Background: an optimization exercise with open tools, aiming at small area, a short achievable clock period and few clock cycles per item. Do not read the settings as production practice.
RTL that was checked went through simulation tests only; none was proved equivalent to the original.

==> branch umber <==
==> flow/design.v (excerpt) <==
module sha128_simple (
    input  wire         CLK,
    input  wire [15:0]  DATA_IN,
    input  wire         RESET,
    input  wire         START,
    output wire         READY,
    output wire [127:0] DATA_OUT
);
    sha256 sha256_comp (
        .clk      (CLK),
        .reset    (RESET),
        .start    (START),
        .data_in  (DATA_IN),
        .ready    (READY),
        .hash_out (DATA_OUT)
    );
endmodule
==> module sha256, before the edit <==
module sha256 (
    input  wire         clk,
    input  wire         reset,
    input  wire         start,
    input  wire [15:0]  data_in,
    output wire         ready,
    output wire [127:0] hash_out
);
    localparam [31:0] IV0 = 32'h6a09e667, IV1 = 32'hbb67ae85, IV2 = 32'h3c6ef372, IV3 = 32'ha54ff53a;
    localparam [31:0] IV4 = 32'h510e527f, IV5 = 32'h9b05688c, IV6 = 32'h1f83d9ab, IV7 = 32'h5be0cd19;
    localparam [31:0] CA = 32'hfc08884d, CE = 32'h98c7e2a2, H1 = 32'h90bb1e3c;
    localparam [2047:0] KB = 2048'h3e003fe01f81f0e681f03e1e1871cc9531ce2199874d8a4fe9adf85456e02dbba579810305bb20dc7697341bfc6f8602e03316d5ac532960c02a8c2e940b645fafb498a0b86bf916f61246702c5a301ae945c4d6d9f90a35783d19c585f1fa7d6afa779f64cdfc604de9a48290953ced4cc16bf9b281d9a965811281d74ac3b5e8b4caa0117652aedb638daa2581cd4f3b5769cb662cd4820a06240814825d56da7d0af6cc6a8dc6984f3146071b2e416df21318af0121eee942a62f7ea7df1638cc24d28e77b6f779f2430a7feedc5a79cc56b349187a34ea4cca1f28e05ad99db30933037c128a23a6b06ad52f7a6639f885345cdb360af16c2dd4fd08a55f;
    function [31:0] knext;
        input [5:0] i;
        integer b;
        begin
            for (b = 0; b < 32; b = b + 1)
                knext[b] = KB[64 * b + i];
        end
    endfunction
    function [31:0] rotr;
        input [31:0] x;
        input integer n;
        begin
            rotr = (x >> n) | (x << (32 - n));
        end
    endfunction
    function [31:0] s0;
        input [31:0] x;
        begin
            s0 = rotr(x, 7) ^ rotr(x, 18) ^ (x >> 3);
        end
    endfunction
    function [31:0] s1;
        input [31:0] x;
        begin
            s1 = rotr(x, 17) ^ rotr(x, 19) ^ (x >> 10);
        end
    endfunction
    function [31:0] S0;
        input [31:0] x;
        begin
            S0 = rotr(x, 2) ^ rotr(x, 13) ^ rotr(x, 22);
        end
    endfunction
    function [31:0] S1;
        input [31:0] x;
        begin
            S1 = rotr(x, 6) ^ rotr(x, 11) ^ rotr(x, 25);
        end
    endfunction
    function [63:0] csa;
        input [31:0] x, y, z;
        reg   [31:0] c;
        begin
            c = (x & y) | (x & z) | (y & z);
            csa = {c[30:0], 1'b0, x ^ y ^ z};
        end
    endfunction
    reg [31:0] a, b, c, d, e, f, g, h;
    reg [31:0] w [0:15];       
    reg [5:0]  t;              
    reg        busy;
    reg        z0, z1, z9, last;
    wire [31:0] w0m = z0 ? 32'd0 : w[0];              
    wire [31:0] w1m = (z1 | last) ? 32'd0 : w[1];     
    wire [31:0] w9m = z9 ? 32'd0 : w[9];              
    wire [31:0] s1e = S1(e);
    wire [31:0] che = (e & f) | (~e & g);
    wire [31:0] s0a = S0(a);
    wire [31:0] mja = (a & b) | (a & c) | (b & c);
    wire [63:0] t1 = csa(s1e, che, h);
    wire [63:0] e1 = csa(t1[31:0], t1[63:32], d);
    wire [31:0] e_new = e1[31:0] + e1[63:32];
    wire [63:0] a1 = csa(t1[31:0], t1[63:32], s0a);
    wire [63:0] a2 = csa(a1[31:0], a1[63:32], mja);
    wire [31:0] a_new = a2[31:0] + a2[63:32];
    wire [63:0] p1 = csa(g, knext(t), w1m);
    wire [31:0] h_new = p1[31:0] + p1[63:32];
    wire [63:0] m1 = csa(s1(w[14]), w9m, s0(w1m));
    wire [63:0] m2 = csa(m1[31:0], m1[63:32], w0m);
    wire [31:0] w_new = m2[31:0] + m2[63:32];
    wire [31:0] w0  = {data_in, 16'h8000};
    wire [31:0] a_0 = CA + w0;
    wire [31:0] e_0 = CE + w0;
    wire go = start & ~busy;
    assign ready    = ~busy;
    assign hash_out = {e, f, g, h};
    integer i;
    always @(posedge clk or posedge reset) begin
        if (reset) begin
            busy <= 1'b0;
            e <= IV4; f <= IV5; g <= IV6; h <= IV7;
        end else if (go) begin
            busy <= 1'b1;
            e <= e_0; f <= IV4; g <= IV5; h <= H1;
        end else if (busy) begin
            e <= e_new;
            h <= h_new;
            if (last) begin
                busy <= 1'b0;
                f <= e + IV5;
                g <= f + IV6;
            end else begin
                f <= e; g <= f;
            end
        end
    end
    always @(posedge clk) begin
        if (go) begin
            t <= 6'd1;
            z0 <= 1'b1; z1 <= 1'b1; z9 <= 1'b1; last <= 1'b0;
            a <= a_0; b <= IV0; c <= IV1; d <= IV2;
            w[14] <= {16'h0000, data_in};    
            w[15] <= w0;                     
        end else begin
            t <= t + 6'd1;
            z0 <= (t <= 6'd13); z1 <= (t <= 6'd12); z9 <= (t <= 6'd4); last <= (t == 6'd62);
            a <= a_new; b <= a; c <= b; d <= c;
            w[14] <= w[15];
            w[15] <= w_new;
        end
        for (i = 0; i < 14; i = i + 1) w[i] <= w[i + 1];
    end
endmodule
==> flow/config.mk <==
export PLATFORM = sky130hd
export DESIGN_NAME = sha128_simple
export DESIGN_NICKNAME = sha128_simple
export VERILOG_FILES = /design/flow/design.v
export SDC_FILE = /design/flow/constraint.sdc
export NUM_CORES = 4
export LEC_CHECK = 0
export CAP_MARGIN = 20
export CORE_MARGIN = 2
export CORE_UTILIZATION = 40
export PLACE_DENSITY = 0.6
export SLEW_MARGIN = 20
==> flow/constraint.sdc <==
create_clock -name core_clock -period 13.0 [get_ports {CLK}]
set_input_delay 2.6000 -clock core_clock [delete_from_list [all_inputs] [get_ports {CLK}]]
set_output_delay 2.6000 -clock core_clock [all_outputs]
set_load 0.01 [all_outputs]
standard.sh (not shown) runs the stock make flow with config.mk's settings and CLKGATE_MAP_FILE= SYNTH_SCRIPT=/design/flow/synth_recipe.tcl, a recipe that flattens the netlist after the stock synthesis.
==> flow/flow/run.sh <==
#!/bin/bash
set -euo pipefail
export ADDER_MAP_FILE=
export SETUP_SLACK_MARGIN=${MARGIN:-8.3}
bash standard.sh > standard_flow.log 2>&1
==> inputs of branch maple, as changes to branch umber <==
--- a/flow/design.v
+++ b/flow/design.v
@@ -10,3 +10,3 @@
     localparam [31:0] IV4 = 32'h510e527f, IV5 = 32'h9b05688c, IV6 = 32'h1f83d9ab, IV7 = 32'h5be0cd19;
-    localparam [31:0] CA = 32'hfc08884d, CE = 32'h98c7e2a2, H1 = 32'h90bb1e3c;
+    localparam [31:0] T1C = 32'hf377ed68, CE = 32'h98c7e2a2, H1 = 32'h90bb1e3c;
     localparam [2047:0] KB = 2048'h3e003fe01f81f0e681f03e1e1871cc9531ce2199874d8a4fe9adf85456e02dbba579810305bb20dc7697341bfc6f8602e03316d5ac532960c02a8c2e940b645fafb498a0b86bf916f61246702c5a301ae945c4d6d9f90a35783d19c585f1fa7d6afa779f64cdfc604de9a48290953ced4cc16bf9b281d9a965811281d74ac3b5e8b4caa0117652aedb638daa2581cd4f3b5769cb662cd4820a06240814825d56da7d0af6cc6a8dc6984f3146071b2e416df21318af0121eee942a62f7ea7df1638cc24d28e77b6f779f2430a7feedc5a79cc56b349187a34ea4cca1f28e05ad99db30933037c128a23a6b06ad52f7a6639f885345cdb360af16c2dd4fd08a55f;
@@ -59,3 +59,21 @@
     endfunction
-    reg [31:0] a, b, c, d, e, f, g, h;
+    function [31:0] add32;
+        input [31:0] x, y;
+        reg   [31:0] g, p;
+        integer i, l;
+        begin
+            g = x & y;
+            p = x ^ y;
+            for (l = 0; l < 5; l = l + 1)
+                for (i = 0; i < 32; i = i + 1)
+                    if (i[l]) begin
+                        g[i] = g[i] | (p[i] & g[((i >> l) << l) - 1]);
+                        p[i] = p[i] & p[((i >> l) << l) - 1];
+                    end
+            add32 = x ^ y ^ {g[30:0], 1'b0};
+        end
+    endfunction
+    reg [31:0] a, b, c, e, f, g, h;
+    reg [31:0] t1s, t1c;       
+    reg [31:0] kn;             
     reg [31:0] w [0:15];       
@@ -69,11 +87,11 @@
     wire [31:0] che = (e & f) | (~e & g);
+    wire [63:0] t1 = csa(s1e, che, h);
+    wire [63:0] e1 = csa(t1[31:0], t1[63:32], c);
+    wire [31:0] e_new = add32(e1[31:0], e1[63:32]);
     wire [31:0] s0a = S0(a);
     wire [31:0] mja = (a & b) | (a & c) | (b & c);
-    wire [63:0] t1 = csa(s1e, che, h);
-    wire [63:0] e1 = csa(t1[31:0], t1[63:32], d);
-    wire [31:0] e_new = e1[31:0] + e1[63:32];
-    wire [63:0] a1 = csa(t1[31:0], t1[63:32], s0a);
-    wire [63:0] a2 = csa(a1[31:0], a1[63:32], mja);
-    wire [31:0] a_new = a2[31:0] + a2[63:32];
-    wire [63:0] p1 = csa(g, knext(t), w1m);
+    wire [63:0] a1 = csa(s0a, mja, t1s);
+    wire [63:0] a2 = csa(a1[31:0], a1[63:32], t1c);
+    wire [31:0] a_new = add32(a2[31:0], a2[63:32]);
+    wire [63:0] p1 = csa(g, kn, w1m);
     wire [31:0] h_new = p1[31:0] + p1[63:32];
@@ -83,3 +101,2 @@
     wire [31:0] w0  = {data_in, 16'h8000};
-    wire [31:0] a_0 = CA + w0;
     wire [31:0] e_0 = CE + w0;
@@ -109,6 +126,8 @@
     always @(posedge clk) begin
-        if (go) begin
+        if (!busy) begin
             t <= 6'd1;
+            kn <= knext(6'd1);
             z0 <= 1'b1; z1 <= 1'b1; z9 <= 1'b1; last <= 1'b0;
-            a <= a_0; b <= IV0; c <= IV1; d <= IV2;
+            a <= IV0; b <= IV1; c <= IV2;
+            t1s <= w0; t1c <= T1C;           
             w[14] <= {16'h0000, data_in};    
@@ -117,4 +136,6 @@
             t <= t + 6'd1;
+            kn <= knext(t + 6'd1);
             z0 <= (t <= 6'd13); z1 <= (t <= 6'd12); z9 <= (t <= 6'd4); last <= (t == 6'd62);
-            a <= a_new; b <= a; c <= b; d <= c;
+            a <= a_new; b <= a; c <= b;
+            t1s <= t1[31:0]; t1c <= t1[63:32];
             w[14] <= w[15];
==> flow/flow/run.sh (replaced) <==
#!/bin/bash
set -euo pipefail
export SYNTH_ARGS=-noabc
export SETUP_SLACK_MARGIN=${MARGIN:-8.5}
bash standard.sh > standard_flow.log 2>&1
==> flow_summary.yaml <==
outcome:
  run_status: "finished clean"
setup_path:
  cp_slowest_cell: "dfstp_2"
  critPathMaxFanout: 3
synth:
  synth_fa_ha_area_share_pct: 16.6
  synth-xor-area-share_pct: 9.26
grt:
  globalRouteMet3Util_pct: 4.95
  met2_usage_pct: 37.6
final_layout:
  final_area_um2: 46000
timing:
  slew_headroom_pct: 26.8
The numbers above come from branch maple.

==> flow_summary.yaml <==
outcome:
  run_status: "finished clean"
final_layout:
  final_area_um2: 52000
setup_path:
  crit_cells: 15
  cp_slowest_cell: "dfstp_4"
synth:
  synth-compound-area-share_pct: 13.3
  synth-xor-area-share_pct: 22.2
grt:
  globalRouteMet3Util_pct: 5.55
  met2_usage_pct: 40.5
timing:
  slew_headroom_pct: 28.2
The numbers above come from branch umber.

Testbench counts of branch maple, summed over its fixed seeds: cycles 16,384, hashes 256.
For branch umber, only the layout was checked, not whether the RTL still works.

## re-timing with driven ports
In the flow no input, the clock included, has a driving cell. The finished layouts below were timed again as built, in two steps.
Step 1, drivers: a clkbuf_16 drives CLK and a buf_2 each remaining input, both assumed.
Step 2 adds t to the input delays and takes it off the output delays; t is the mean of the earliest and latest rising clock arrival at the registers after step 1. Input paths then give back, and output paths get back, about the clock's delay inside the block.
Slacks: ideal ports / drivers / drivers and shift; pairs: ideal ports / drivers.
| run | t, ns | setup slack, ns | latest minus earliest clock arrival (ns) | worst slew at a driven data input, ns | pins driven straight from the clock port |
|---|---|---|---|---|---|
| branch umber | 0.739 | 8.154 / 8.154 / 7.595 | 0.033 / 0.032 | 0.05 | 1 |
| branch maple | 0.731 | 8.506 / 8.440 / 8.116 | 0.054 / 0.054 | 0.13 | 1 |
After both steps every run listed still meets setup and hold. For branch umber, which loses most, drivers alone change the setup slack by 0.000 ns; drivers and shift together by -0.559 ns.
